Background: an optimization exercise with open tools, aiming at small area. Do not read the settings as production practice. At most, simulation tests tie the RTL to the original design; equivalence was not proved. Function not checked in run 2: the RTL went through the layout flow alone. No activity file was given, so power comes from the tool's default toggle rates.

## flow/design.v (module list and top-level ports; edited modules follow where they fit)
// module reg_block: 53 lines
// module fsm: 19 lines
// module cic: 71 lines
// module cic_add: 9 lines
// module cic_sub: 10 lines
// module cic_comb2: 19 lines
// module cic_add_lo: 9 lines
// module cic_add_hi: 9 lines
// module cic_fa: 4 lines
// module cic_ha: 4 lines
// module cic_maj: 3 lines
// module fir: 40 lines
// module fir_mac: 978 lines
// module fir_nand2: 3 lines
// module fir_fa: 4 lines
// module fir_ha: 4 lines
// module fir_xnor2: 3 lines
// module fir_or2: 3 lines
// module fir_xor3: 3 lines
// module fir_mux2: 3 lines
// module datapath: 29 lines
// module digital_top: 38 lines
module digital_top(
  input wire reset_n,
  input wire clk,
  input  wire       reg_req,
  input  wire       reg_wr1rd0,
  input  wire [7:0] reg_address,
  input  wire [7:0] reg_wr_data,
  output wire [7:0] reg_rd_data,
  output logic      adc_convert,     
  input  logic      adc_ready,
  input  logic[7:0] adc_q,           
  output wire [7:0] adc_filtered,
  output wire       filtered_ready
);
  // ...
==> flow/run.sh <==
#!/bin/bash
# synth_recipe.tcl (not shown) runs the flow's synth.tcl, then flattens the netlist and writes it again
# the make line also repeats each setting of config.mk as NAME=value (left out here)
make -C /OpenROAD-flow-scripts/flow DESIGN_CONFIG=/design/flow/config.mk WORK_HOME=/design/flow/orfs CLKGATE_MAP_FILE= SYNTH_SCRIPT=/design/flow/synth_recipe.tcl finish
==> flow/config.mk <==
export PLATFORM = sky130hd
export DESIGN_NAME = digital_top
export DESIGN_NICKNAME = digital_top
export VERILOG_FILES = /design/flow/design.v
export SDC_FILE = /design/flow/constraint.sdc
export NUM_CORES = 4
export LEC_CHECK = 0
export CAP_MARGIN = 20
export CORE_MARGIN = 2
export CORE_UTILIZATION = 40
export CTS_BUF_LIST = sky130_fd_sc_hd__clkbuf_8
export GPL_TIMING_DRIVEN = 0
export SLEW_MARGIN = 20
export SYNTH_HIERARCHICAL = 1
==> flow/constraint.sdc <==
create_clock -name core_clock -period 8.0 [get_ports {clk}]
set_input_delay 1.6000 -clock core_clock [delete_from_list [all_inputs] [get_ports {clk}]]
set_output_delay 1.6000 -clock core_clock [all_outputs]
set_load 0.01 [all_outputs]
==> summary.md, run 1 <==
| Metric | Value |
|---|---|
| Die area | `~36,000 um2` |
| Routed WL per cell | `~20 um` |
| Critical path launch point type | `flop` |
| H-tree depth | `4` |
| Post-Synthesis Cells | `1,140` |
| Vias/cell | `about 5.3` |
| Clock share of power | `roughly a third` |
| Core area | `roughly 34,000 um2` |
| # clock sinks | `roughly 160` |
| Tapcell count | `roughly 460` |
| Grt met2 use | `31.47%` |
| Logic pwr share | `between 15 and 20%` |
| Area growth from synthesis to layout | `11.53%` |
| R2R Setup Slk | `roughly 0.17 ns` |
| Top layer in use | `met4` |
| HP Class | `reg -> reg` |
| Setup violators final | `0` |
| Mean post-synth cell area | `approximately 12 um2` |
| Final Max Tran Viols | `0` |
| Buffers, non-clock | `approximately 110` |
| Sw frac | `around a third` |
| Metal-1 WL | `14,260 um` |
| P_comb | `372 uW` |
| Fin area | `about 16,000 um2` |
| Critical path, cell by cell | `nand2_1, fa_1, fa_1, fa_1, fa_1, fa_1, fa_1, fa_1, fa_1, fa_1, or2_1, fa_1, or2_1, fa_2, mux2_4, buf_4, mux4_2, a32o_1, a211oi_1, a221o_1` |
| Most frequent cells in the layout | `fa_1, nand2_1, dfrtp_1, mux2_2, inv_1` |
| Clock latency on the worst-skew pair | `about 0.48 ns` |
| DIE WIDTH | `190.6 um` |
| Final setup TNS | `0 ns` |
| Minimum clock period | `approximately 8 ns` |
| Outcome | `no timing/DRC/antenna violations` |
| Met2 routed WL | `16,060 um` |
| Critical path depth | `20` |
| Hold Crit Start | `u_regs.O_conv_en` |
| R2R cell count | `20` |
| Largest net degree at the start of global routing | `between 70 and 80` |
| Final Hold Vio Count | `0` |
| Number of fill cells | `between 3k and 4k` |
| Syn nets | `1,426` |
| Sequential cell area share | `25.31%` |
| Syn. warnings | `10` |
| PnR Total Power | `between 1500 and 2000 uW` |
| Crit Path Max Fanout | `7` |
| Dpl cells | `approximately 1.6k` |
==> module cic, before the edit <==
module cic (
  input resetn,
  input clk,
  input clear,
  input enable,
  input signed [7:0] data_in,
  input data_in_ready,
  input [1:0] filter_dec_factor,
  output reg data_out_ready,
  output reg signed [7:0] data_out
);
  reg [16:0] int0, int1, int2, comb1, comb2;
  reg [2:0]  cnt;
  wire acc = enable & data_in_ready;
  wire [2:0] target = (filter_dec_factor == 2'd0) ? 3'd0 :
                      (filter_dec_factor == 2'd1) ? 3'd1 :
                      (filter_dec_factor == 2'd2) ? 3'd3 : 3'd7;
  wire hit  = (cnt == target);
  wire fire = acc & hit;
  wire [16:0] sx = {{9{data_in[7]}}, data_in};
  reg  [16:0] addend;
  always_comb begin
    case(filter_dec_factor)
      2'd0:    addend = sx << 9;
      2'd1:    addend = sx << 6;
      2'd2:    addend = sx << 3;
      default: addend = sx;
    endcase
    if(!acc) addend = 17'd0;
  end
  wire [16:0] int0_n, int1_n, int2_n;
  cic_add u_add0 (.a(int0), .b(addend), .s(int0_n));
  wire [4:0] s1_lo, s2_lo;
  wire       c1_lo, c2_lo;
  cic_add_lo u_add1_lo (.a(int1[4:0]), .b(int0[4:0]), .s(s1_lo), .co(c1_lo));
  cic_add_hi u_add1_hi (.a(int1[16:5]), .b(acc ? int0[16:5] : 12'd0),
                        .ci(acc & c1_lo), .s(int1_n[16:5]));
  assign int1_n[4:0] = acc ? s1_lo : int1[4:0];
  cic_add_lo u_add2_lo (.a(int2[4:0]), .b(int1[4:0]), .s(s2_lo), .co(c2_lo));
  cic_add_hi u_add2_hi (.a(fire ? 12'd0 : int2[16:5]), .b(acc ? int1[16:5] : 12'd0),
                        .ci(acc & ~hit & c2_lo), .s(int2_n[16:5]));
  assign int2_n[4:0] = !acc ? int2[4:0] : hit ? int1[4:0] : s2_lo;
  wire [16:0] c1o;
  wire [7:0]  trunc;
  cic_sub u_sub1 (.a(int2), .nb(~comb1), .s(c1o));
  cic_comb2 u_c2 (.a(c1o), .nb(~comb2), .q(trunc));
  always_ff @(posedge clk, negedge resetn) begin
    if(!resetn) begin
      int0 <= 17'd0;
      int1 <= 17'd0;
      int2 <= 17'd0;
      comb1 <= 17'd0;
      comb2 <= 17'd0;
      cnt <= 3'd0;
      data_out_ready <= 1'b0;
    end else begin
      int0 <= int0_n;
      int1 <= int1_n;
      int2 <= int2_n;
      if(fire) begin
        comb1 <= int2;
        comb2 <= c1o;
      end
      if(acc) cnt <= hit ? 3'd0 : cnt + 3'd1;
      if(enable) data_out_ready <= hit & data_in_ready;
    end
  end
  always_ff @(posedge clk) begin
    if(fire) data_out <= trunc;
  end
endmodule
==> module fir_xor3, before the edit <==
module fir_xor3 (input a, input b, input c, output y);
  assign y = a ^ b ^ c;
endmodule
==> run 2: changes to the inputs <==
--- a/flow/design.v
+++ b/flow/design.v
@@ -97,26 +97,18 @@
       2'd1:    addend = sx << 6;
       2'd2:    addend = sx << 3;
       default: addend = sx;
     endcase
     if(!acc) addend = 17'd0;
   end
   wire [16:0] int0_n, int1_n, int2_n;
   cic_add u_add0 (.a(int0), .b(addend), .s(int0_n));
-  wire [4:0] s1_lo, s2_lo;
-  wire       c1_lo, c2_lo;
-  cic_add_lo u_add1_lo (.a(int1[4:0]), .b(int0[4:0]), .s(s1_lo), .co(c1_lo));
-  cic_add_hi u_add1_hi (.a(int1[16:5]), .b(acc ? int0[16:5] : 12'd0),
-                        .ci(acc & c1_lo), .s(int1_n[16:5]));
-  assign int1_n[4:0] = acc ? s1_lo : int1[4:0];
-  cic_add_lo u_add2_lo (.a(int2[4:0]), .b(int1[4:0]), .s(s2_lo), .co(c2_lo));
-  cic_add_hi u_add2_hi (.a(fire ? 12'd0 : int2[16:5]), .b(acc ? int1[16:5] : 12'd0),
-                        .ci(acc & ~hit & c2_lo), .s(int2_n[16:5]));
-  assign int2_n[4:0] = !acc ? int2[4:0] : hit ? int1[4:0] : s2_lo;
+  cic_add u_add1 (.a(int1), .b(acc ? int0 : 17'd0), .s(int1_n));
+  cic_add u_add2 (.a(fire ? 17'd0 : int2), .b(acc ? int1 : 17'd0), .s(int2_n));
   wire [16:0] c1o;
   wire [7:0]  trunc;
   cic_sub u_sub1 (.a(int2), .nb(~comb1), .s(c1o));
   cic_comb2 u_c2 (.a(c1o), .nb(~comb2), .q(trunc));
   always_ff @(posedge clk, negedge resetn) begin
     if(!resetn) begin
       int0 <= 17'd0;
       int1 <= 17'd0;
@@ -174,34 +166,16 @@
   end endgenerate
   assign s[16] = a[16] ^ nb[16] ^ c[16];
   assign r[0] = s[8];
   generate for(i = 0; i < 7; i = i + 1) begin : gi
     cic_ha u (.a(s[9+i]), .b(r[i]), .s(q[i]), .co(r[i+1]));
   end endgenerate
   assign q[7] = s[16] ^ r[7];
 endmodule
-module cic_add_lo (input [4:0] a, input [4:0] b, output [4:0] s, output co);
-  wire [5:0] c;
-  cic_ha u0 (.a(a[0]), .b(b[0]), .s(s[0]), .co(c[1]));
-  genvar i;
-  generate for(i = 1; i < 5; i = i + 1) begin : g
-    cic_fa u (.a(a[i]), .b(b[i]), .c(c[i]), .s(s[i]), .co(c[i+1]));
-  end endgenerate
-  assign co = c[5];
-endmodule
-module cic_add_hi (input [11:0] a, input [11:0] b, input ci, output [11:0] s);
-  wire [11:0] c;
-  assign c[0] = ci;
-  genvar i;
-  generate for(i = 0; i < 11; i = i + 1) begin : g
-    cic_fa u (.a(a[i]), .b(b[i]), .c(c[i]), .s(s[i]), .co(c[i+1]));
-  end endgenerate
-  assign s[11] = a[11] ^ b[11] ^ c[11];
-endmodule
 module cic_fa (input a, input b, input c, output s, output co);
   assign s  = a ^ b ^ c;
   assign co = (a & b) | (a & c) | (b & c);
 endmodule
 module cic_ha (input a, input b, output s, output co);
   assign s  = a ^ b;
   assign co = a & b;
 endmodule
@@ -661,598 +635,551 @@
   wire s15;
   wire k16;
   fir_fa u_s15 (.a(k4), .b(k6), .c(s11), .s(s15), .co(k16));
   wire s17;
   wire k18;
   fir_fa u_s17 (.a(s13), .b(s9), .c(k8), .s(s17), .co(k18));
   wire s19;
   wire k20;
-  fir_fa u_s19 (.a(pp0_0_3), .b(pp0_1_2), .c(pp0_2_1), .s(s19), .co(k20));
+  fir_iha u_s19 (.a(s15), .b(s17), .s(s19), .co(k20));
   wire s21;
   wire k22;
-  fir_fa u_s21 (.a(pp0_3_0), .b(pp1_0_3), .c(pp1_1_2), .s(s21), .co(k22));
+  fir_fa u_s21 (.a(pp0_0_3), .b(pp0_1_2), .c(pp0_2_1), .s(s21), .co(k22));
   wire s23;
   wire k24;
-  fir_fa u_s23 (.a(pp1_2_1), .b(pp1_3_0), .c(pp2_0_3), .s(s23), .co(k24));
+  fir_fa u_s23 (.a(pp0_3_0), .b(pp1_0_3), .c(pp1_1_2), .s(s23), .co(k24));
   wire s25;
   wire k26;
-  fir_fa u_s25 (.a(pp2_1_2), .b(pp2_2_1), .c(pp2_3_0), .s(s25), .co(k26));
+  fir_fa u_s25 (.a(pp1_2_1), .b(pp1_3_0), .c(pp2_0_3), .s(s25), .co(k26));
   wire s27;
   wire k28;
-  fir_fa u_s27 (.a(k10), .b(k12), .c(k14), .s(s27), .co(k28));
+  fir_fa u_s27 (.a(pp2_1_2), .b(pp2_2_1), .c(pp2_3_0), .s(s27), .co(k28));
   wire s29;
   wire k30;
-  fir_fa u_s29 (.a(s19), .b(s21), .c(s23), .s(s29), .co(k30));
+  fir_fa u_s29 (.a(k10), .b(k12), .c(k14), .s(s29), .co(k30));
   wire s31;
   wire k32;
-  fir_fa u_s31 (.a(s25), .b(s27), .c(k16), .s(s31), .co(k32));
+  fir_fa u_s31 (.a(s21), .b(s23), .c(s25), .s(s31), .co(k32));
   wire s33;
   wire k34;
-  fir_fa u_s33 (.a(s29), .b(k18), .c(s31), .s(s33), .co(k34));
+  fir_fa u_s33 (.a(s27), .b(s29), .c(k16), .s(s33), .co(k34));
   wire s35;
   wire k36;
-  fir_fa u_s35 (.a(pp0_0_4), .b(pp0_1_3), .c(pp0_2_2), .s(s35), .co(k36));
+  fir_fa u_s35 (.a(s31), .b(k18), .c(s33), .s(s35), .co(k36));
   wire s37;
   wire k38;
-  fir_fa u_s37 (.a(pp0_3_1), .b(pp0_4_0), .c(pp1_0_4), .s(s37), .co(k38));
+  fir_iha u_s37 (.a(k20), .b(s35), .s(s37), .co(k38));
   wire s39;
   wire k40;
-  fir_fa u_s39 (.a(pp1_1_3), .b(pp1_2_2), .c(pp1_3_1), .s(s39), .co(k40));
+  fir_fa u_s39 (.a(pp0_0_4), .b(pp0_1_3), .c(pp0_2_2), .s(s39), .co(k40));
   wire s41;
   wire k42;
-  fir_fa u_s41 (.a(pp1_4_0), .b(pp2_0_4), .c(pp2_1_3), .s(s41), .co(k42));
+  fir_fa u_s41 (.a(pp0_3_1), .b(pp0_4_0), .c(pp1_0_4), .s(s41), .co(k42));
   wire s43;
   wire k44;
-  fir_fa u_s43 (.a(pp2_2_2), .b(pp2_3_1), .c(pp2_4_0), .s(s43), .co(k44));
+  fir_fa u_s43 (.a(pp1_1_3), .b(pp1_2_2), .c(pp1_3_1), .s(s43), .co(k44));
   wire s45;
   wire k46;
-  fir_fa u_s45 (.a(k20), .b(k22), .c(k24), .s(s45), .co(k46));
+  fir_fa u_s45 (.a(pp1_4_0), .b(pp2_0_4), .c(pp2_1_3), .s(s45), .co(k46));
   wire s47;
   wire k48;
-  fir_fa u_s47 (.a(k26), .b(s35), .c(s37), .s(s47), .co(k48));
+  fir_fa u_s47 (.a(pp2_2_2), .b(pp2_3_1), .c(pp2_4_0), .s(s47), .co(k48));
   wire s49;
   wire k50;
-  fir_fa u_s49 (.a(s39), .b(s41), .c(s43), .s(s49), .co(k50));
+  fir_fa u_s49 (.a(k22), .b(k24), .c(k26), .s(s49), .co(k50));
   wire s51;
   wire k52;
-  fir_fa u_s51 (.a(k28), .b(s45), .c(k30), .s(s51), .co(k52));
+  fir_fa u_s51 (.a(k28), .b(s39), .c(s41), .s(s51), .co(k52));
   wire s53;
   wire k54;
-  fir_fa u_s53 (.a(s47), .b(s49), .c(k32), .s(s53), .co(k54));
+  fir_fa u_s53 (.a(s43), .b(s45), .c(s47), .s(s53), .co(k54));
   wire s55;
   wire k56;
-  fir_fa u_s55 (.a(s51), .b(s53), .c(k34), .s(s55), .co(k56));
+  fir_fa u_s55 (.a(k30), .b(s49), .c(k32), .s(s55), .co(k56));
   wire s57;
   wire k58;
-  fir_fa u_s57 (.a(pp0_0_5), .b(pp0_1_4), .c(pp0_2_3), .s(s57), .co(k58));
+  fir_fa u_s57 (.a(s51), .b(s53), .c(k34), .s(s57), .co(k58));
   wire s59;
   wire k60;
-  fir_fa u_s59 (.a(pp0_3_2), .b(pp0_4_1), .c(pp0_5_0), .s(s59), .co(k60));
+  fir_fa u_s59 (.a(s55), .b(s57), .c(k36), .s(s59), .co(k60));
   wire s61;
   wire k62;
-  fir_fa u_s61 (.a(pp1_0_5), .b(pp1_1_4), .c(pp1_2_3), .s(s61), .co(k62));
+  fir_iha u_s61 (.a(k38), .b(s59), .s(s61), .co(k62));
   wire s63;
   wire k64;
-  fir_fa u_s63 (.a(pp1_3_2), .b(pp1_4_1), .c(pp1_5_0), .s(s63), .co(k64));
+  fir_fa u_s63 (.a(pp0_0_5), .b(pp0_1_4), .c(pp0_2_3), .s(s63), .co(k64));
   wire s65;
   wire k66;
-  fir_fa u_s65 (.a(pp2_0_5), .b(pp2_1_4), .c(pp2_2_3), .s(s65), .co(k66));
+  fir_fa u_s65 (.a(pp0_3_2), .b(pp0_4_1), .c(pp0_5_0), .s(s65), .co(k66));
   wire s67;
   wire k68;
-  fir_fa u_s67 (.a(pp2_3_2), .b(pp2_4_1), .c(pp2_5_0), .s(s67), .co(k68));
+  fir_fa u_s67 (.a(pp1_0_5), .b(pp1_1_4), .c(pp1_2_3), .s(s67), .co(k68));
   wire s69;
   wire k70;
-  fir_fa u_s69 (.a(k36), .b(k38), .c(k40), .s(s69), .co(k70));
+  fir_fa u_s69 (.a(pp1_3_2), .b(pp1_4_1), .c(pp1_5_0), .s(s69), .co(k70));
   wire s71;
   wire k72;
-  fir_fa u_s71 (.a(k42), .b(k44), .c(s57), .s(s71), .co(k72));
+  fir_fa u_s71 (.a(pp2_0_5), .b(pp2_1_4), .c(pp2_2_3), .s(s71), .co(k72));
   wire s73;
   wire k74;
-  fir_fa u_s73 (.a(s59), .b(s61), .c(s63), .s(s73), .co(k74));
+  fir_fa u_s73 (.a(pp2_3_2), .b(pp2_4_1), .c(pp2_5_0), .s(s73), .co(k74));
   wire s75;
   wire k76;
-  fir_fa u_s75 (.a(s65), .b(s67), .c(k46), .s(s75), .co(k76));
+  fir_fa u_s75 (.a(k40), .b(k42), .c(k44), .s(s75), .co(k76));
   wire s77;
   wire k78;
-  fir_fa u_s77 (.a(s69), .b(k48), .c(k50), .s(s77), .co(k78));
+  fir_fa u_s77 (.a(k46), .b(k48), .c(s63), .s(s77), .co(k78));
   wire s79;
   wire k80;
-  fir_fa u_s79 (.a(s71), .b(s73), .c(k52), .s(s79), .co(k80));
+  fir_fa u_s79 (.a(s65), .b(s67), .c(s69), .s(s79), .co(k80));
   wire s81;
   wire k82;
-  fir_fa u_s81 (.a(s75), .b(s77), .c(k54), .s(s81), .co(k82));
+  fir_fa u_s81 (.a(s71), .b(s73), .c(k50), .s(s81), .co(k82));
   wire s83;
   wire k84;
-  fir_fa u_s83 (.a(s79), .b(k56), .c(s81), .s(s83), .co(k84));
+  fir_fa u_s83 (.a(s75), .b(k52), .c(k54), .s(s83), .co(k84));
   wire s85;
   wire k86;
-  fir_fa u_s85 (.a(pp0_0_6), .b(pp0_1_5), .c(pp0_2_4), .s(s85), .co(k86));
+  fir_fa u_s85 (.a(s77), .b(s79), .c(k56), .s(s85), .co(k86));
   wire s87;
   wire k88;
-  fir_fa u_s87 (.a(pp0_3_3), .b(pp0_4_2), .c(pp0_5_1), .s(s87), .co(k88));
+  fir_fa u_s87 (.a(s81), .b(s83), .c(k58), .s(s87), .co(k88));
   wire s89;
   wire k90;
-  fir_fa u_s89 (.a(pp0_6_0), .b(pp1_0_6), .c(pp1_1_5), .s(s89), .co(k90));
+  fir_fa u_s89 (.a(s85), .b(k60), .c(s87), .s(s89), .co(k90));
   wire s91;
   wire k92;
-  fir_fa u_s91 (.a(pp1_2_4), .b(pp1_3_3), .c(pp1_4_2), .s(s91), .co(k92));
+  fir_iha u_s91 (.a(k62), .b(s89), .s(s91), .co(k92));
   wire s93;
   wire k94;
-  fir_fa u_s93 (.a(pp1_5_1), .b(pp1_6_0), .c(pp2_0_6), .s(s93), .co(k94));
+  fir_fa u_s93 (.a(pp0_0_6), .b(pp0_1_5), .c(pp0_2_4), .s(s93), .co(k94));
   wire s95;
   wire k96;
-  fir_fa u_s95 (.a(pp2_1_5), .b(pp2_2_4), .c(pp2_3_3), .s(s95), .co(k96));
+  fir_fa u_s95 (.a(pp0_3_3), .b(pp0_4_2), .c(pp0_5_1), .s(s95), .co(k96));
   wire s97;
   wire k98;
-  fir_fa u_s97 (.a(pp2_4_2), .b(pp2_5_1), .c(pp2_6_0), .s(s97), .co(k98));
+  fir_fa u_s97 (.a(pp0_6_0), .b(pp1_0_6), .c(pp1_1_5), .s(s97), .co(k98));
   wire s99;
   wire k100;
-  fir_fa u_s99 (.a(k58), .b(k60), .c(k62), .s(s99), .co(k100));
+  fir_fa u_s99 (.a(pp1_2_4), .b(pp1_3_3), .c(pp1_4_2), .s(s99), .co(k100));
   wire s101;
   wire k102;
-  fir_fa u_s101 (.a(k64), .b(k66), .c(k68), .s(s101), .co(k102));
+  fir_fa u_s101 (.a(pp1_5_1), .b(pp1_6_0), .c(pp2_0_6), .s(s101), .co(k102));
   wire s103;
   wire k104;
-  fir_fa u_s103 (.a(s85), .b(s87), .c(s89), .s(s103), .co(k104));
+  fir_fa u_s103 (.a(pp2_1_5), .b(pp2_2_4), .c(pp2_3_3), .s(s103), .co(k104));
   wire s105;
   wire k106;
-  fir_fa u_s105 (.a(s91), .b(s93), .c(s95), .s(s105), .co(k106));
+  fir_fa u_s105 (.a(pp2_4_2), .b(pp2_5_1), .c(pp2_6_0), .s(s105), .co(k106));
   wire s107;
   wire k108;
-  fir_fa u_s107 (.a(s97), .b(k70), .c(s101), .s(s107), .co(k108));
+  fir_fa u_s107 (.a(k64), .b(k66), .c(k68), .s(s107), .co(k108));
   wire s109;
   wire k110;
-  fir_fa u_s109 (.a(s99), .b(k72), .c(k74), .s(s109), .co(k110));
+  fir_fa u_s109 (.a(k70), .b(k72), .c(k74), .s(s109), .co(k110));
   wire s111;
   wire k112;
-  fir_fa u_s111 (.a(s103), .b(s105), .c(k76), .s(s111), .co(k112));
+  fir_fa u_s111 (.a(s101), .b(s103), .c(s105), .s(s111), .co(k112));
   wire s113;
   wire k114;
-  fir_fa u_s113 (.a(k78), .b(s107), .c(s109), .s(s113), .co(k114));
+  fir_fa u_s113 (.a(s93), .b(s95), .c(s97), .s(s113), .co(k114));
   wire s115;
   wire k116;
-  fir_fa u_s115 (.a(k80), .b(s111), .c(s113), .s(s115), .co(k116));
+  fir_fa u_s115 (.a(s99), .b(k76), .c(s107), .s(s115), .co(k116));
   wire s117;
   wire k118;
-  fir_fa u_s117 (.a(k82), .b(s115), .c(k84), .s(s117), .co(k118));
+  fir_fa u_s117 (.a(s109), .b(k78), .c(k80), .s(s117), .co(k118));
   wire s119;
   wire k120;
-  fir_fa u_s119 (.a(pp0_0_7), .b(pp0_1_6), .c(pp0_2_5), .s(s119), .co(k120));
+  fir_fa u_s119 (.a(s111), .b(s113), .c(k82), .s(s119), .co(k120));
   wire s121;
   wire k122;
-  fir_fa u_s121 (.a(pp0_3_4), .b(pp0_4_3), .c(pp0_5_2), .s(s121), .co(k122));
+  fir_fa u_s121 (.a(k84), .b(s115), .c(s117), .s(s121), .co(k122));
   wire s123;
   wire k124;
-  fir_fa u_s123 (.a(pp0_6_1), .b(pp0_7_0), .c(pp1_0_7), .s(s123), .co(k124));
+  fir_fa u_s123 (.a(k86), .b(s119), .c(s121), .s(s123), .co(k124));
   wire s125;
   wire k126;
-  fir_fa u_s125 (.a(pp1_1_6), .b(pp1_2_5), .c(pp1_3_4), .s(s125), .co(k126));
+  fir_fa u_s125 (.a(k88), .b(s123), .c(k90), .s(s125), .co(k126));
   wire s127;
   wire k128;
-  fir_fa u_s127 (.a(pp1_4_3), .b(pp1_5_2), .c(pp1_6_1), .s(s127), .co(k128));
+  fir_iha u_s127 (.a(k92), .b(s125), .s(s127), .co(k128));
   wire s129;
   wire k130;
-  fir_fa u_s129 (.a(pp1_7_0), .b(pp2_0_7), .c(pp2_1_6), .s(s129), .co(k130));
+  fir_fa u_s129 (.a(pp0_0_7), .b(pp0_1_6), .c(pp0_2_5), .s(s129), .co(k130));
   wire s131;
   wire k132;
-  fir_fa u_s131 (.a(pp2_2_5), .b(pp2_3_4), .c(pp2_4_3), .s(s131), .co(k132));
+  fir_fa u_s131 (.a(pp0_3_4), .b(pp0_4_3), .c(pp0_5_2), .s(s131), .co(k132));
   wire s133;
   wire k134;
-  fir_fa u_s133 (.a(pp2_5_2), .b(pp2_6_1), .c(pp2_7_0), .s(s133), .co(k134));
+  fir_fa u_s133 (.a(pp0_6_1), .b(pp0_7_0), .c(pp1_0_7), .s(s133), .co(k134));
   wire s135;
   wire k136;
-  fir_fa u_s135 (.a(k86), .b(k88), .c(k90), .s(s135), .co(k136));
+  fir_fa u_s135 (.a(pp1_1_6), .b(pp1_2_5), .c(pp1_3_4), .s(s135), .co(k136));
   wire s137;
   wire k138;
-  fir_fa u_s137 (.a(k92), .b(k94), .c(k96), .s(s137), .co(k138));
+  fir_fa u_s137 (.a(pp1_4_3), .b(pp1_5_2), .c(pp1_6_1), .s(s137), .co(k138));
   wire s139;
   wire k140;
-  fir_fa u_s139 (.a(k98), .b(s119), .c(s121), .s(s139), .co(k140));
+  fir_fa u_s139 (.a(pp1_7_0), .b(pp2_0_7), .c(pp2_1_6), .s(s139), .co(k140));
   wire s141;
   wire k142;
-  fir_fa u_s141 (.a(s123), .b(s125), .c(s127), .s(s141), .co(k142));
+  fir_fa u_s141 (.a(pp2_2_5), .b(pp2_3_4), .c(pp2_4_3), .s(s141), .co(k142));
   wire s143;
   wire k144;
-  fir_fa u_s143 (.a(s129), .b(s131), .c(s133), .s(s143), .co(k144));
+  fir_fa u_s143 (.a(pp2_5_2), .b(pp2_6_1), .c(pp2_7_0), .s(s143), .co(k144));
   wire s145;
   wire k146;
-  fir_fa u_s145 (.a(k100), .b(k102), .c(s135), .s(s145), .co(k146));
+  fir_fa u_s145 (.a(k100), .b(k102), .c(k104), .s(s145), .co(k146));
   wire s147;
   wire k148;
-  fir_fa u_s147 (.a(s137), .b(k104), .c(k106), .s(s147), .co(k148));
+  fir_fa u_s147 (.a(k106), .b(k94), .c(k96), .s(s147), .co(k148));
   wire s149;
   wire k150;
-  fir_fa u_s149 (.a(s139), .b(s141), .c(s143), .s(s149), .co(k150));
+  fir_fa u_s149 (.a(k98), .b(s129), .c(s131), .s(s149), .co(k150));
   wire s151;
   wire k152;
-  fir_fa u_s151 (.a(k108), .b(k110), .c(s145), .s(s151), .co(k152));
+  fir_fa u_s151 (.a(s133), .b(s135), .c(s137), .s(s151), .co(k152));
   wire s153;
   wire k154;
-  fir_fa u_s153 (.a(s147), .b(s149), .c(k112), .s(s153), .co(k154));
+  fir_fa u_s153 (.a(s139), .b(s141), .c(s143), .s(s153), .co(k154));
   wire s155;
   wire k156;
-  fir_fa u_s155 (.a(k114), .b(s151), .c(s153), .s(s155), .co(k156));
+  fir_fa u_s155 (.a(k108), .b(k110), .c(s145), .s(s155), .co(k156));
   wire s157;
   wire k158;
-  fir_fa u_s157 (.a(k116), .b(s155), .c(k118), .s(s157), .co(k158));
+  fir_fa u_s157 (.a(s147), .b(k112), .c(k114), .s(s157), .co(k158));
   wire s159;
   wire k160;
-  fir_fa u_s159 (.a(pp0_1_7), .b(pp0_2_6), .c(pp0_3_5), .s(s159), .co(k160));
+  fir_fa u_s159 (.a(s149), .b(s151), .c(s153), .s(s159), .co(k160));
   wire s161;
   wire k162;
-  fir_fa u_s161 (.a(pp0_4_4), .b(pp0_5_3), .c(pp0_6_2), .s(s161), .co(k162));
+  fir_fa u_s161 (.a(k116), .b(k118), .c(s155), .s(s161), .co(k162));
   wire s163;
   wire k164;
-  fir_fa u_s163 (.a(pp0_7_1), .b(pp1_1_7), .c(pp1_2_6), .s(s163), .co(k164));
+  fir_fa u_s163 (.a(s157), .b(s159), .c(k120), .s(s163), .co(k164));
   wire s165;
   wire k166;
-  fir_fa u_s165 (.a(pp1_3_5), .b(pp1_4_4), .c(pp1_5_3), .s(s165), .co(k166));
+  fir_fa u_s165 (.a(k122), .b(s161), .c(s163), .s(s165), .co(k166));
   wire s167;
   wire k168;
-  fir_fa u_s167 (.a(pp1_6_2), .b(pp1_7_1), .c(pp2_1_7), .s(s167), .co(k168));
+  fir_fa u_s167 (.a(k124), .b(s165), .c(k126), .s(s167), .co(k168));
   wire s169;
   wire k170;
-  fir_fa u_s169 (.a(pp2_2_6), .b(pp2_3_5), .c(pp2_4_4), .s(s169), .co(k170));
+  fir_iha u_s169 (.a(k128), .b(s167), .s(s169), .co(k170));
   wire s171;
   wire k172;
-  fir_fa u_s171 (.a(pp2_5_3), .b(pp2_6_2), .c(pp2_7_1), .s(s171), .co(k172));
+  fir_fa u_s171 (.a(pp0_1_7), .b(pp0_2_6), .c(pp0_3_5), .s(s171), .co(k172));
   wire s173;
   wire k174;
-  fir_fa u_s173 (.a(k120), .b(k122), .c(k124), .s(s173), .co(k174));
+  fir_fa u_s173 (.a(pp0_4_4), .b(pp0_5_3), .c(pp0_6_2), .s(s173), .co(k174));
   wire s175;
   wire k176;
-  fir_fa u_s175 (.a(k126), .b(k128), .c(k130), .s(s175), .co(k176));
+  fir_fa u_s175 (.a(pp0_7_1), .b(pp1_1_7), .c(pp1_2_6), .s(s175), .co(k176));
   wire s177;
   wire k178;
-  fir_fa u_s177 (.a(k132), .b(k134), .c(s159), .s(s177), .co(k178));
+  fir_fa u_s177 (.a(pp1_3_5), .b(pp1_4_4), .c(pp1_5_3), .s(s177), .co(k178));
   wire s179;
   wire k180;
-  fir_fa u_s179 (.a(s161), .b(s163), .c(s165), .s(s179), .co(k180));
+  fir_fa u_s179 (.a(pp1_6_2), .b(pp1_7_1), .c(pp2_1_7), .s(s179), .co(k180));
   wire s181;
   wire k182;
-  fir_fa u_s181 (.a(s167), .b(s169), .c(s171), .s(s181), .co(k182));
+  fir_fa u_s181 (.a(pp2_2_6), .b(pp2_3_5), .c(pp2_4_4), .s(s181), .co(k182));
   wire s183;
   wire k184;
-  fir_fa u_s183 (.a(k136), .b(k138), .c(s173), .s(s183), .co(k184));
+  fir_fa u_s183 (.a(pp2_5_3), .b(pp2_6_2), .c(pp2_7_1), .s(s183), .co(k184));
   wire s185;
   wire k186;
-  fir_fa u_s185 (.a(s175), .b(k140), .c(k142), .s(s185), .co(k186));
+  fir_fa u_s185 (.a(k130), .b(k132), .c(k134), .s(s185), .co(k186));
   wire s187;
   wire k188;
-  fir_fa u_s187 (.a(k144), .b(s177), .c(s179), .s(s187), .co(k188));
+  fir_fa u_s187 (.a(k136), .b(k138), .c(k140), .s(s187), .co(k188));
   wire s189;
   wire k190;
-  fir_fa u_s189 (.a(s181), .b(k146), .c(k148), .s(s189), .co(k190));
+  fir_fa u_s189 (.a(k142), .b(k144), .c(s171), .s(s189), .co(k190));
   wire s191;
   wire k192;
-  fir_fa u_s191 (.a(k150), .b(s183), .c(s185), .s(s191), .co(k192));
+  fir_fa u_s191 (.a(s173), .b(s175), .c(s177), .s(s191), .co(k192));
   wire s193;
   wire k194;
-  fir_fa u_s193 (.a(s187), .b(k152), .c(s189), .s(s193), .co(k194));
+  fir_fa u_s193 (.a(s179), .b(s181), .c(s183), .s(s193), .co(k194));
   wire s195;
   wire k196;
-  fir_fa u_s195 (.a(s191), .b(k154), .c(s193), .s(s195), .co(k196));
+  fir_fa u_s195 (.a(k146), .b(k148), .c(s185), .s(s195), .co(k196));
   wire s197;
   wire k198;
-  fir_fa u_s197 (.a(k156), .b(s195), .c(k158), .s(s197), .co(k198));
+  fir_fa u_s197 (.a(s187), .b(k150), .c(k152), .s(s197), .co(k198));
   wire s199;
   wire k200;
-  fir_fa u_s199 (.a(pp0_2_7), .b(pp0_3_6), .c(pp0_4_5), .s(s199), .co(k200));
+  fir_fa u_s199 (.a(k154), .b(s189), .c(s191), .s(s199), .co(k200));
   wire s201;
   wire k202;
-  fir_fa u_s201 (.a(pp0_5_4), .b(pp0_6_3), .c(pp0_7_2), .s(s201), .co(k202));
+  fir_fa u_s201 (.a(s193), .b(k156), .c(k158), .s(s201), .co(k202));
   wire s203;
   wire k204;
-  fir_fa u_s203 (.a(pp1_2_7), .b(pp1_3_6), .c(pp1_4_5), .s(s203), .co(k204));
+  fir_fa u_s203 (.a(k160), .b(s195), .c(s197), .s(s203), .co(k204));
   wire s205;
   wire k206;
-  fir_fa u_s205 (.a(pp1_5_4), .b(pp1_6_3), .c(pp1_7_2), .s(s205), .co(k206));
+  fir_fa u_s205 (.a(s199), .b(k162), .c(s201), .s(s205), .co(k206));
   wire s207;
   wire k208;
-  fir_fa u_s207 (.a(pp2_2_7), .b(pp2_3_6), .c(pp2_4_5), .s(s207), .co(k208));
+  fir_fa u_s207 (.a(s203), .b(k164), .c(s205), .s(s207), .co(k208));
   wire s209;
   wire k210;
-  fir_fa u_s209 (.a(pp2_5_4), .b(pp2_6_3), .c(pp2_7_2), .s(s209), .co(k210));
+  fir_fa u_s209 (.a(k166), .b(s207), .c(k168), .s(s209), .co(k210));
   wire s211;
   wire k212;
-  fir_fa u_s211 (.a(k160), .b(k162), .c(k164), .s(s211), .co(k212));
+  fir_iha u_s211 (.a(k170), .b(s209), .s(s211), .co(k212));
   wire s213;
   wire k214;
-  fir_fa u_s213 (.a(k166), .b(k168), .c(k170), .s(s213), .co(k214));
+  fir_fa u_s213 (.a(pp0_2_7), .b(pp0_3_6), .c(pp0_4_5), .s(s213), .co(k214));
   wire s215;
   wire k216;
-  fir_fa u_s215 (.a(k172), .b(s199), .c(s201), .s(s215), .co(k216));
+  fir_fa u_s215 (.a(pp0_5_4), .b(pp0_6_3), .c(pp0_7_2), .s(s215), .co(k216));
   wire s217;
   wire k218;
-  fir_fa u_s217 (.a(s203), .b(s205), .c(s207), .s(s217), .co(k218));
+  fir_fa u_s217 (.a(pp1_2_7), .b(pp1_3_6), .c(pp1_4_5), .s(s217), .co(k218));
   wire s219;
   wire k220;
-  fir_fa u_s219 (.a(s209), .b(k174), .c(k176), .s(s219), .co(k220));
+  fir_fa u_s219 (.a(pp1_5_4), .b(pp1_6_3), .c(pp1_7_2), .s(s219), .co(k220));
   wire s221;
   wire k222;
-  fir_fa u_s221 (.a(s211), .b(s213), .c(k178), .s(s221), .co(k222));
+  fir_fa u_s221 (.a(pp2_2_7), .b(pp2_3_6), .c(pp2_4_5), .s(s221), .co(k222));
   wire s223;
   wire k224;
-  fir_fa u_s223 (.a(k180), .b(k182), .c(s215), .s(s223), .co(k224));
+  fir_fa u_s223 (.a(pp2_5_4), .b(pp2_6_3), .c(pp2_7_2), .s(s223), .co(k224));
   wire s225;
   wire k226;
-  fir_fa u_s225 (.a(s217), .b(k184), .c(k186), .s(s225), .co(k226));
+  fir_fa u_s225 (.a(k172), .b(k174), .c(k176), .s(s225), .co(k226));
   wire s227;
   wire k228;
-  fir_fa u_s227 (.a(s219), .b(k188), .c(s221), .s(s227), .co(k228));
+  fir_fa u_s227 (.a(k178), .b(k180), .c(k182), .s(s227), .co(k228));
   wire s229;
   wire k230;
-  fir_fa u_s229 (.a(s223), .b(k190), .c(s225), .s(s229), .co(k230));
+  fir_fa u_s229 (.a(k184), .b(s213), .c(s215), .s(s229), .co(k230));
   wire s231;
   wire k232;
-  fir_fa u_s231 (.a(k192), .b(s227), .c(k194), .s(s231), .co(k232));
+  fir_fa u_s231 (.a(s217), .b(s219), .c(s221), .s(s231), .co(k232));
   wire s233;
   wire k234;
-  fir_fa u_s233 (.a(s229), .b(k196), .c(s231), .s(s233), .co(k234));
+  fir_fa u_s233 (.a(s223), .b(k186), .c(k188), .s(s233), .co(k234));
   wire s235;
   wire k236;
-  fir_fa u_s235 (.a(pp0_3_7), .b(pp0_4_6), .c(pp0_5_5), .s(s235), .co(k236));
+  fir_fa u_s235 (.a(s225), .b(s227), .c(k190), .s(s235), .co(k236));
   wire s237;
   wire k238;
-  fir_fa u_s237 (.a(pp0_6_4), .b(pp0_7_3), .c(pp1_3_7), .s(s237), .co(k238));
+  fir_fa u_s237 (.a(k192), .b(k194), .c(s229), .s(s237), .co(k238));
   wire s239;
   wire k240;
-  fir_fa u_s239 (.a(pp1_4_6), .b(pp1_5_5), .c(pp1_6_4), .s(s239), .co(k240));
+  fir_fa u_s239 (.a(s231), .b(k196), .c(k198), .s(s239), .co(k240));
   wire s241;
   wire k242;
-  fir_fa u_s241 (.a(pp1_7_3), .b(pp2_3_7), .c(pp2_4_6), .s(s241), .co(k242));
+  fir_fa u_s241 (.a(s233), .b(k200), .c(s235), .s(s241), .co(k242));
   wire s243;
   wire k244;
-  fir_fa u_s243 (.a(pp2_5_5), .b(pp2_6_4), .c(pp2_7_3), .s(s243), .co(k244));
+  fir_fa u_s243 (.a(s237), .b(k202), .c(s239), .s(s243), .co(k244));
   wire s245;
   wire k246;
-  fir_fa u_s245 (.a(k200), .b(k202), .c(k204), .s(s245), .co(k246));
+  fir_fa u_s245 (.a(k204), .b(s241), .c(k206), .s(s245), .co(k246));
   wire s247;
   wire k248;
-  fir_fa u_s247 (.a(k206), .b(k208), .c(k210), .s(s247), .co(k248));
+  fir_fa u_s247 (.a(s243), .b(k208), .c(s245), .s(s247), .co(k248));
   wire s249;
   wire k250;
-  fir_fa u_s249 (.a(s235), .b(s237), .c(s239), .s(s249), .co(k250));
+  fir_fa u_s249 (.a(s247), .b(k210), .c(k212), .s(s249), .co(k250));
   wire s251;
   wire k252;
-  fir_fa u_s251 (.a(s241), .b(s243), .c(k212), .s(s251), .co(k252));
+  fir_fa u_s251 (.a(pp0_3_7), .b(pp0_4_6), .c(pp0_5_5), .s(s251), .co(k252));
   wire s253;
   wire k254;
-  fir_fa u_s253 (.a(k214), .b(s245), .c(s247), .s(s253), .co(k254));
+  fir_fa u_s253 (.a(pp0_6_4), .b(pp0_7_3), .c(pp1_3_7), .s(s253), .co(k254));
   wire s255;
   wire k256;
-  fir_fa u_s255 (.a(k216), .b(k218), .c(s249), .s(s255), .co(k256));
+  fir_fa u_s255 (.a(pp1_4_6), .b(pp1_5_5), .c(pp1_6_4), .s(s255), .co(k256));
   wire s257;
   wire k258;
-  fir_fa u_s257 (.a(k220), .b(k222), .c(s251), .s(s257), .co(k258));
+  fir_fa u_s257 (.a(pp1_7_3), .b(pp2_3_7), .c(pp2_4_6), .s(s257), .co(k258));
   wire s259;
   wire k260;
-  fir_fa u_s259 (.a(k224), .b(s253), .c(s255), .s(s259), .co(k260));
+  fir_fa u_s259 (.a(pp2_5_5), .b(pp2_6_4), .c(pp2_7_3), .s(s259), .co(k260));
   wire s261;
   wire k262;
-  fir_fa u_s261 (.a(k226), .b(s257), .c(k228), .s(s261), .co(k262));
+  fir_fa u_s261 (.a(k214), .b(k216), .c(k218), .s(s261), .co(k262));
   wire s263;
   wire k264;
-  fir_fa u_s263 (.a(s259), .b(k230), .c(s261), .s(s263), .co(k264));
+  fir_fa u_s263 (.a(k220), .b(k222), .c(k224), .s(s263), .co(k264));
   wire s265;
   wire k266;
-  fir_fa u_s265 (.a(k232), .b(s263), .c(k234), .s(s265), .co(k266));
+  fir_fa u_s265 (.a(s251), .b(s253), .c(s255), .s(s265), .co(k266));
   wire s267;
   wire k268;
-  fir_fa u_s267 (.a(pp0_4_7), .b(pp0_5_6), .c(pp0_6_5), .s(s267), .co(k268));
+  fir_fa u_s267 (.a(s257), .b(s259), .c(k226), .s(s267), .co(k268));
   wire s269;
   wire k270;
-  fir_fa u_s269 (.a(pp0_7_4), .b(pp1_4_7), .c(pp1_5_6), .s(s269), .co(k270));
+  fir_fa u_s269 (.a(k228), .b(s261), .c(s263), .s(s269), .co(k270));
   wire s271;
   wire k272;
-  fir_fa u_s271 (.a(pp1_6_5), .b(pp1_7_4), .c(pp2_4_7), .s(s271), .co(k272));
+  fir_fa u_s271 (.a(k230), .b(k232), .c(s265), .s(s271), .co(k272));
   wire s273;
   wire k274;
-  fir_fa u_s273 (.a(pp2_5_6), .b(pp2_6_5), .c(pp2_7_4), .s(s273), .co(k274));
+  fir_fa u_s273 (.a(k234), .b(k236), .c(s267), .s(s273), .co(k274));
   wire s275;
   wire k276;
-  fir_fa u_s275 (.a(k236), .b(k238), .c(k240), .s(s275), .co(k276));
+  fir_fa u_s275 (.a(k238), .b(s269), .c(s271), .s(s275), .co(k276));
   wire s277;
   wire k278;
-  fir_fa u_s277 (.a(k242), .b(k244), .c(s267), .s(s277), .co(k278));
+  fir_fa u_s277 (.a(k240), .b(s273), .c(k242), .s(s277), .co(k278));
   wire s279;
   wire k280;
-  fir_fa u_s279 (.a(s269), .b(s271), .c(s273), .s(s279), .co(k280));
+  fir_fa u_s279 (.a(s275), .b(k244), .c(s277), .s(s279), .co(k280));
   wire s281;
   wire k282;
-  fir_fa u_s281 (.a(k246), .b(k248), .c(s275), .s(s281), .co(k282));
+  fir_fa u_s281 (.a(k246), .b(s279), .c(k248), .s(s281), .co(k282));
   wire s283;
   wire k284;
-  fir_fa u_s283 (.a(k250), .b(s277), .c(s279), .s(s283), .co(k284));
+  fir_iha u_s283 (.a(s281), .b(k250), .s(s283), .co(k284));
   wire s285;
   wire k286;
-  fir_fa u_s285 (.a(k252), .b(k254), .c(k256), .s(s285), .co(k286));
+  fir_fa u_s285 (.a(pp0_4_7), .b(pp0_5_6), .c(pp0_6_5), .s(s285), .co(k286));
   wire s287;
   wire k288;
-  fir_fa u_s287 (.a(s281), .b(s283), .c(k258), .s(s287), .co(k288));
+  fir_fa u_s287 (.a(pp0_7_4), .b(pp1_4_7), .c(pp1_5_6), .s(s287), .co(k288));
   wire s289;
   wire k290;
-  fir_fa u_s289 (.a(s285), .b(k260), .c(k262), .s(s289), .co(k290));
+  fir_fa u_s289 (.a(pp1_6_5), .b(pp1_7_4), .c(pp2_4_7), .s(s289), .co(k290));
   wire s291;
   wire k292;
-  fir_fa u_s291 (.a(s287), .b(k264), .c(s289), .s(s291), .co(k292));
+  fir_fa u_s291 (.a(pp2_5_6), .b(pp2_6_5), .c(pp2_7_4), .s(s291), .co(k292));
   wire s293;
   wire k294;
-  fir_fa u_s293 (.a(pp0_5_7), .b(pp0_6_6), .c(pp0_7_5), .s(s293), .co(k294));
+  fir_fa u_s293 (.a(k252), .b(k254), .c(k256), .s(s293), .co(k294));
   wire s295;
   wire k296;
-  fir_fa u_s295 (.a(pp1_5_7), .b(pp1_6_6), .c(pp1_7_5), .s(s295), .co(k296));
+  fir_fa u_s295 (.a(k258), .b(k260), .c(s285), .s(s295), .co(k296));
   wire s297;
   wire k298;
-  fir_fa u_s297 (.a(pp2_5_7), .b(pp2_6_6), .c(pp2_7_5), .s(s297), .co(k298));
+  fir_fa u_s297 (.a(s287), .b(s289), .c(s291), .s(s297), .co(k298));
   wire s299;
   wire k300;
-  fir_fa u_s299 (.a(k268), .b(k270), .c(k272), .s(s299), .co(k300));
+  fir_fa u_s299 (.a(k262), .b(k264), .c(s293), .s(s299), .co(k300));
   wire s301;
   wire k302;
-  fir_fa u_s301 (.a(k274), .b(s293), .c(s295), .s(s301), .co(k302));
+  fir_fa u_s301 (.a(k266), .b(s295), .c(s297), .s(s301), .co(k302));
   wire s303;
   wire k304;
-  fir_fa u_s303 (.a(s297), .b(k276), .c(s299), .s(s303), .co(k304));
+  fir_fa u_s303 (.a(k268), .b(k270), .c(k272), .s(s303), .co(k304));
   wire s305;
   wire k306;
-  fir_fa u_s305 (.a(k278), .b(k280), .c(s301), .s(s305), .co(k306));
+  fir_fa u_s305 (.a(s299), .b(s301), .c(k274), .s(s305), .co(k306));
   wire s307;
   wire k308;
-  fir_fa u_s307 (.a(k282), .b(k284), .c(s303), .s(s307), .co(k308));
+  fir_fa u_s307 (.a(s303), .b(k276), .c(k278), .s(s307), .co(k308));
   wire s309;
   wire k310;
-  fir_fa u_s309 (.a(s305), .b(k286), .c(s307), .s(s309), .co(k310));
+  fir_fa u_s309 (.a(s305), .b(k280), .c(s307), .s(s309), .co(k310));
   wire s311;
   wire k312;
-  fir_fa u_s311 (.a(k288), .b(s309), .c(k290), .s(s311), .co(k312));
+  fir_fa u_s311 (.a(s309), .b(k282), .c(k284), .s(s311), .co(k312));
   wire s313;
   wire k314;
-  fir_fa u_s313 (.a(pp0_6_7), .b(pp0_7_6), .c(pp1_6_7), .s(s313), .co(k314));
+  fir_fa u_s313 (.a(pp0_5_7), .b(pp0_6_6), .c(pp0_7_5), .s(s313), .co(k314));
   wire s315;
   wire k316;
-  fir_fa u_s315 (.a(pp1_7_6), .b(pp2_6_7), .c(pp2_7_6), .s(s315), .co(k316));
+  fir_fa u_s315 (.a(pp1_5_7), .b(pp1_6_6), .c(pp1_7_5), .s(s315), .co(k316));
   wire s317;
   wire k318;
-  fir_fa u_s317 (.a(k294), .b(k296), .c(k298), .s(s317), .co(k318));
+  fir_fa u_s317 (.a(pp2_5_7), .b(pp2_6_6), .c(pp2_7_5), .s(s317), .co(k318));
   wire s319;
   wire k320;
-  fir_fa u_s319 (.a(s313), .b(s315), .c(k300), .s(s319), .co(k320));
+  fir_fa u_s319 (.a(k286), .b(k288), .c(k290), .s(s319), .co(k320));
   wire s321;
   wire k322;
-  fir_fa u_s321 (.a(s317), .b(k302), .c(k304), .s(s321), .co(k322));
+  fir_fa u_s321 (.a(k292), .b(s313), .c(s315), .s(s321), .co(k322));
   wire s323;
   wire k324;
-  fir_fa u_s323 (.a(s319), .b(k306), .c(k308), .s(s323), .co(k324));
+  fir_fa u_s323 (.a(s317), .b(k294), .c(s319), .s(s323), .co(k324));
   wire s325;
   wire k326;
-  fir_fa u_s325 (.a(s321), .b(k310), .c(s323), .s(s325), .co(k326));
+  fir_fa u_s325 (.a(k296), .b(k298), .c(s321), .s(s325), .co(k326));
   wire s327;
   wire k328;
-  fir_fa u_s327 (.a(pp0_7_7), .b(pp1_7_7), .c(pp2_7_7), .s(s327), .co(k328));
+  fir_fa u_s327 (.a(k300), .b(k302), .c(s323), .s(s327), .co(k328));
   wire s329;
   wire k330;
-  fir_fa u_s329 (.a(k314), .b(k316), .c(s327), .s(s329), .co(k330));
+  fir_fa u_s329 (.a(s325), .b(k304), .c(s327), .s(s329), .co(k330));
   wire s331;
   wire k332;
-  fir_fa u_s331 (.a(k318), .b(s329), .c(k320), .s(s331), .co(k332));
+  fir_fa u_s331 (.a(k306), .b(s329), .c(k308), .s(s331), .co(k332));
   wire s333;
   wire k334;
-  fir_fa u_s333 (.a(k322), .b(s331), .c(k324), .s(s333), .co(k334));
+  fir_fa u_s333 (.a(k310), .b(s331), .c(k312), .s(s333), .co(k334));
   wire s335;
   wire k336;
-  fir_fa u_s335 (.a(k328), .b(k330), .c(k332), .s(s335), .co(k336));
+  fir_fa u_s335 (.a(pp0_6_7), .b(pp0_7_6), .c(pp1_6_7), .s(s335), .co(k336));
   wire s337;
-  fir_xnor2 u_s337 (.a(s15), .b(s17), .y(s337));
   wire k338;
-  fir_or2 u_k338 (.a(s15), .b(s17), .y(k338));
+  fir_fa u_s337 (.a(pp1_7_6), .b(pp2_6_7), .c(pp2_7_6), .s(s337), .co(k338));
   wire s339;
-  fir_xnor2 u_s339 (.a(s33), .b(k338), .y(s339));
   wire k340;
-  fir_or2 u_k340 (.a(s33), .b(k338), .y(k340));
+  fir_fa u_s339 (.a(k314), .b(k316), .c(k318), .s(s339), .co(k340));
   wire s341;
-  fir_xnor2 u_s341 (.a(s55), .b(k340), .y(s341));
   wire k342;
-  fir_or2 u_k342 (.a(s55), .b(k340), .y(k342));
+  fir_fa u_s341 (.a(s335), .b(s337), .c(k320), .s(s341), .co(k342));
   wire s343;
-  fir_xnor2 u_s343 (.a(s83), .b(k342), .y(s343));
   wire k344;
-  fir_or2 u_k344 (.a(s83), .b(k342), .y(k344));
+  fir_fa u_s343 (.a(s339), .b(k322), .c(k324), .s(s343), .co(k344));
   wire s345;
-  fir_xnor2 u_s345 (.a(s117), .b(k344), .y(s345));
   wire k346;
-  fir_or2 u_k346 (.a(s117), .b(k344), .y(k346));
+  fir_fa u_s345 (.a(s341), .b(k326), .c(k328), .s(s345), .co(k346));
   wire s347;
-  fir_xnor2 u_s347 (.a(s157), .b(k346), .y(s347));
   wire k348;
-  fir_or2 u_k348 (.a(s157), .b(k346), .y(k348));
+  fir_fa u_s347 (.a(s343), .b(k330), .c(s345), .s(s347), .co(k348));
   wire s349;
-  fir_xnor2 u_s349 (.a(s197), .b(k348), .y(s349));
   wire k350;
-  fir_or2 u_k350 (.a(s197), .b(k348), .y(k350));
+  fir_fa u_s349 (.a(s347), .b(k332), .c(k334), .s(s349), .co(k350));
   wire s351;
   wire k352;
-  fir_fa u_s351 (.a(s233), .b(k198), .c(k350), .s(s351), .co(k352));
+  fir_fa u_s351 (.a(pp0_7_7), .b(pp1_7_7), .c(pp2_7_7), .s(s351), .co(k352));
   wire s353;
-  fir_xnor2 u_s353 (.a(s265), .b(k352), .y(s353));
   wire k354;
-  fir_or2 u_k354 (.a(s265), .b(k352), .y(k354));
+  fir_fa u_s353 (.a(k336), .b(k338), .c(s351), .s(s353), .co(k354));
   wire s355;
   wire k356;
-  fir_fa u_s355 (.a(s291), .b(k266), .c(k354), .s(s355), .co(k356));
+  fir_fa u_s355 (.a(k340), .b(s353), .c(k342), .s(s355), .co(k356));
   wire s357;
-  fir_xnor2 u_s357 (.a(k292), .b(s311), .y(s357));
   wire k358;
-  fir_or2 u_k358 (.a(k292), .b(s311), .y(k358));
+  fir_fa u_s357 (.a(k344), .b(s355), .c(k346), .s(s357), .co(k358));
   wire s359;
   wire k360;
-  fir_fa u_s359 (.a(s325), .b(k312), .c(k358), .s(s359), .co(k360));
+  fir_fa u_s359 (.a(k348), .b(s357), .c(k350), .s(s359), .co(k360));
   wire s361;
   wire k362;
-  fir_fa u_s361 (.a(k326), .b(s333), .c(k360), .s(s361), .co(k362));
+  fir_fa u_s361 (.a(k352), .b(k354), .c(k356), .s(s361), .co(k362));
   wire s363;
   wire k364;
-  fir_fa u_s363 (.a(s335), .b(k334), .c(k362), .s(s363), .co(k364));
+  fir_fa u_s363 (.a(s361), .b(k358), .c(k360), .s(s363), .co(k364));
   wire s365;
-  fir_xnor2 u_s365 (.a(k336), .b(k364), .y(s365));
   wire k366;
-  fir_or2 u_k366 (.a(k336), .b(k364), .y(k366));
-  wire s367;
-  wire k368;
-  fir_ha u_s367 (.a(k292), .b(s311), .s(s367), .co(k368));
-  wire s369;
-  wire k370;
-  fir_fa u_s369 (.a(s325), .b(k312), .c(k368), .s(s369), .co(k370));
-  wire s371;
-  wire k372;
-  fir_fa u_s371 (.a(k326), .b(s333), .c(k370), .s(s371), .co(k372));
-  wire s373;
-  wire k374;
-  fir_fa u_s373 (.a(s335), .b(k334), .c(k372), .s(s373), .co(k374));
-  wire s375;
-  fir_xnor2 u_s375 (.a(k336), .b(k374), .y(s375));
-  wire k376;
-  fir_or2 u_k376 (.a(k336), .b(k374), .y(k376));
-  wire m377;
-  fir_mux2 u_m377 (.s(k356), .a(s367), .b(s357), .y(m377));
-  wire m378;
-  fir_mux2 u_m378 (.s(k356), .a(s369), .b(s359), .y(m378));
-  wire m379;
-  fir_mux2 u_m379 (.s(k356), .a(s371), .b(s361), .y(m379));
-  wire m380;
-  fir_mux2 u_m380 (.s(k356), .a(s373), .b(s363), .y(m380));
-  wire m381;
-  fir_mux2 u_m381 (.s(k356), .a(s375), .b(s365), .y(m381));
-  wire m382;
-  fir_mux2 u_m382 (.s(k356), .a(k376), .b(k366), .y(m382));
-  assign nsum = {m382, m381, m380, m379, m378, m377, s355, s353, s351, s349, s347, s345, s343, s341, s339, s337, s7, s1};
+  fir_iha u_s365 (.a(k362), .b(k364), .s(s365), .co(k366));
+  assign nsum = {k366, s365, s363, s359, s349, s333, s311, s283, s249, s211, s169, s127, s91, s61, s37, s19, s7, s1};
 endmodule
 module fir_nand2 (input a, input b, output y);
   assign y = ~(a & b);
 endmodule
 module fir_fa (input a, input b, input c, output s, output co);
   assign s  = a ^ b ^ c;
   assign co = (a & b) | (a & c) | (b & c);
 endmodule
-module fir_ha (input a, input b, output s, output co);
-  assign s  = a ^ b;
-  assign co = a & b;
-endmodule
-module fir_xnor2 (input a, input b, output y);
-  assign y = ~(a ^ b);
-endmodule
-module fir_or2 (input a, input b, output y);
-  assign y = a | b;
-endmodule
-module fir_xor3 (input a, input b, input c, output y);
-  assign y = a ^ b ^ c;
+module fir_iha (input a, input b, output s, output co);
+  assign s  = ~(a ^ b);
+  assign co = a | b;
 endmodule
-module fir_mux2 (input s, input a, input b, output y);
-  assign y = s ? b : a;
+module fir_xor3 (input a, input b, input c, output s);
+  assign s = a ^ b ^ c;
 endmodule
 module datapath (
   input clk, 
   input reset_n, 
   input data_ready, 
   input  signed [7:0] data_in, 
   output signed [7:0] data_filtered,
   output filtered_ready,
==> flow/config.mk (replaced) <==
export PLATFORM = sky130hd
export DESIGN_NAME = digital_top
export DESIGN_NICKNAME = digital_top
export VERILOG_FILES = /design/flow/design.v
export SDC_FILE = /design/flow/constraint.sdc
export NUM_CORES = 4
export LEC_CHECK = 0
export CAP_MARGIN = 20
export CORE_MARGIN = 2
export CORE_UTILIZATION = 40
export SLEW_MARGIN = 20
export SYNTH_HIERARCHICAL = 1
==> run 2 against run 1 <==
The layout now fails its checks (setup timing). Combinational power fell by about 70%. Via count about the same. Global-route usage is 1.5 points higher. Final area is 3.4% higher. Core utilization up 1.7 points. Sequential power down 5.4%. Clock skew decreased by 0.012 ns.
==> summary.md, run 2 <==
| Metric | Value |
|---|---|
| Vias in the first global route | `approximately 10k` |
| HP Class | `reg -> reg` |
| Clock skew | `approximately 0.0086 ns` |
| Hold Crit Start | `u_regs.O_conv_en` |
| Overflow after GRT | `0` |
| Post-Syn Area | `approximately 14,000 um2` |
| Clock Tree Root | `clkbuf_16` |
| Post-Layout Cell Count | `about 1.7k` |
| R2R cell count | `29 (+45%)` |
| Crit path largest cell delay | `approximately 0.54 ns` |
| Final Hold Vio Count | `0 (unchanged)` |
| Crit Path Max Fanout | `3 (-4)` |
| Vias/cell | `5.198 (-2.0%)` |
| Detailed Route WL | `35,070 um` |
| Met3 Use GR | `around 3.5%` |
| Most frequent cells in the layout | `nand2_1, fa_1, dfrtp_1, buf_4, inv_1` |
| Initial antenna violation count | `0` |
| Number of I/O port buffers | `46` |
| ANT nets after route | `0` |
| Post-detail-place hpwl | `approximately 27,000 um` |
| Setup violators final | `6 (+6)` |
| Hold_ws | `roughly 0.44 ns` |
| Worst R2R Start | `u_regs.O_coef2[0]` |
| Arrival time worst endpoint | `8.59 ns` |
| Core area | `34,290 um2 (-0.25%)` |
| Routed WL per cell | `20.45 um (+3.7%)` |
| M1 GR Usage | `a little over a quarter` |
| CP Capture Point | `u_datapath.fir_u.data_out[1]` |
| Clock share of power | `46.9% (+13 points)` |
| Slew @ Worst Pin | `about 0.95 ns` |
| Starting DRT DRC Count | `around 560` |
| Row count | `68` |
| Final Max Tran Viols | `0 (unchanged)` |
| Die H | `roughly 190 um` |
| H-tree depth | `4 (unchanged)` |
| Total CTS buffers | `17` |
| Critical path launch point type | `flop` |
| Upper clock frequency limit | `approximately 120 MHz` |
| DIE WIDTH | `189.7 um (-0.44%)` |
| Largest net degree at the start of global routing | `77 (+6.9%)` |
| DR vias | `roughly 9k` |
| Commonest non-fill, non-tap cell in the layout | `nand2_1` |
| Outcome | `failed layout checks` |
| Crit path launch | `u_regs.O_coef2[0]` |
| Sw frac | `26.37% (-5.4 points)` |
| Minimum clock period | `8.221 ns (+0.3913 ns)` |
| Reg power frac | `46.8%` |
| GR Util All Layers | `about a fifth` |
| Post-Synthesis Cells | `1,132 (-0.70%)` |
| Placer Congestion | `around 0.9` |
| RSZ-0062 raised after global routing | `yes` |
| Final Cycle Share | `102.8%` |
| I/O pins | `47` |
| Clk buf depth | `2` |
| DR pass1 iterations | `5` |
| Logic pwr share | `6.3% (-13 points)` |
| Power Dens Cells | `about 110 nW/um2` |
| Grt met2 use | `34.88% (+3.4 points)` |
| # clock sinks | `158 (unchanged)` |
| Mean post-synth cell area | `12.19 um2 (-0.19%)` |
| # nets final | `~1.5k` |
| Most used routing layer in global routing | `met2` |
| CTS tree | `yes` |
| Worst path most repeated cell | `fa_2` |
| Max IR drop VDD | `about 0.14 mV` |
| Clock latency on the worst-skew pair | `0.44 ns (-0.04 ns)` |
| Final setup TNS | `-0.6083 ns (-0.6083 ns)` |
| Layout cells sized above 1 | `a little over a quarter` |
| R2R Setup Slk | `-0.22 ns (-0.39 ns)` |
| Worst setup path class | `reg -> reg` |
| Initial Util | `40.24%` |
| Max Cap Viol | `0` |
| Area growth from synthesis to layout | `16.39%` |
| N_diodes | `0` |
| Final worst slack | `-0.2207 ns` |
| Layout Check Fails | `setup timing` |
| Psw | `between 400 and 500 uW` |
| Crit end category | `flop` |
| Die area | `36,000 um2 (-0.87%)` |
| Utilization after layout | `46.84%` |
| Leakage | `roughly 0.0058 uW` |
| CP required | `between 8 and 9 ns` |
| Dpl cells | `1,670 (+1.8%)` |
| Clk slew on worst S/H paths | `0.07 ns` |
| Syn nets | `1,424 (-0.14%)` |
| Slowest-stage cell, CP | `fa_1` |
| Slew headroom | `a little over a third` |
| First-pass GRT wire length | `between 50,000 and 60,000 um` |
| CTS Hold Bufs | `0` |
| Reg2Reg Capture Point | `u_datapath.fir_u.data_out[1]` |
| Pint | `1329 uW` |
| DRC | `0` |
| Syn. warnings | `10 (unchanged)` |
-- run 2: cell type report --
type,count,area (um2)
fill,3093,18230
sequential,158,3931
inverter,84,315.3
clock inverter,14,148.9
timing repair buffer,155,1290
clock buffer,18,450.4
multi-input combinational,831,9354
tap,455,569.3
-- run 2: what timing repair did --
action / CTS / global route
gates resized for setup: 31 / 20
pin swaps: 28 / 12
endpoints found under the setup margin: 13 / 12
setup buffers: 4 / 9
-- run 2: how the worst min path moves through the flow --
stage                         to  slack (ns)  cells after the start
floorplan           u_fsm.active        0.35                      0
global placement    u_fsm.active        0.44                      0
detailed placement  u_fsm.active        0.42                      0
CTS                 u_fsm.active        0.45                      0
global route        u_fsm.active        0.47                      0
finish              u_fsm.active        0.44                      0
-- run 2: layer usage --
| metal | part of all wire (%) | up-vias | wire length [um] |
|---|---|---|---|
| li1 | - | 3919 | - |
| met1 | 43 | 4717 | 15020 |
| met2 | 50 | 224 | 17490 |
| met3 | 4.5 | 55 | 1563 |
| met4 | 2.8 | 0 | 983 |
| met5 | 0 | - | 0 |
-- run 2: per-stage QoR --
step           instance area (um2)  worst slack (ns)  power [uW]
4_1_cts                      15940           -0.2600        1824
5_1_grt                      16060           -0.4473        1867
2_1_floorplan                13920          -0.09821       906.3
6_report                     16060           -0.2207        1805
3_5_place_dp                 15240           -0.6097       972.9
3_3_place_gp                 15240           -0.5717       970.7
-- run 2: power by group through the flow --
stage                     Sequential (uW)  Clock [uW]  Combinational (uW)
final                                 845         847                 113
after global routing                  848         893                 126
after CTS                             845         866                 113
after detailed placement              861           0                 112
after global placement                861           0                 109
after floorplan                       855           0                51.3
-- run 2: critical path: cells and delay by family (launching register included) --
kind,cells,cell delay (ns)
buffers and inverters,6,0.33
and+or+nand+nor,1,0.10
adders and majority gates,18,6.26
muxes,1,0.50
AOI/OAI and AO/OA,3,0.58
DFF,1,0.40

## what the ideal ports hide
Ports are ideal in the flow. The routed layouts listed here were re-timed in OpenROAD.
Step 1, drivers: a clkbuf_16 drives clk and a buf_2 each remaining input, both assumed.
Step 2 adds t to the input delays and takes it off the output delays; t is the mean of the earliest and latest rising clock arrival at the registers after step 1. Input paths then give back, and output paths get back, about the clock's delay inside the block.
a / b / c = ideal / step 1 / step 2; a / b = the first two.
run | t (ns) | setup slack, ns | worst slew at a driven data input, ns
run 1 | 0.510 | 0.171 / 0.171 / -0.246 | 0.05
run 2 | 0.482 | -0.221 / -0.221 / -0.280 | 0.04
With both steps, setup timing fails in run 1, where it was met with ideal ports. For run 1, which loses most, drivers alone change the setup slack by 0.000 ns; drivers and shift together by -0.417 ns.
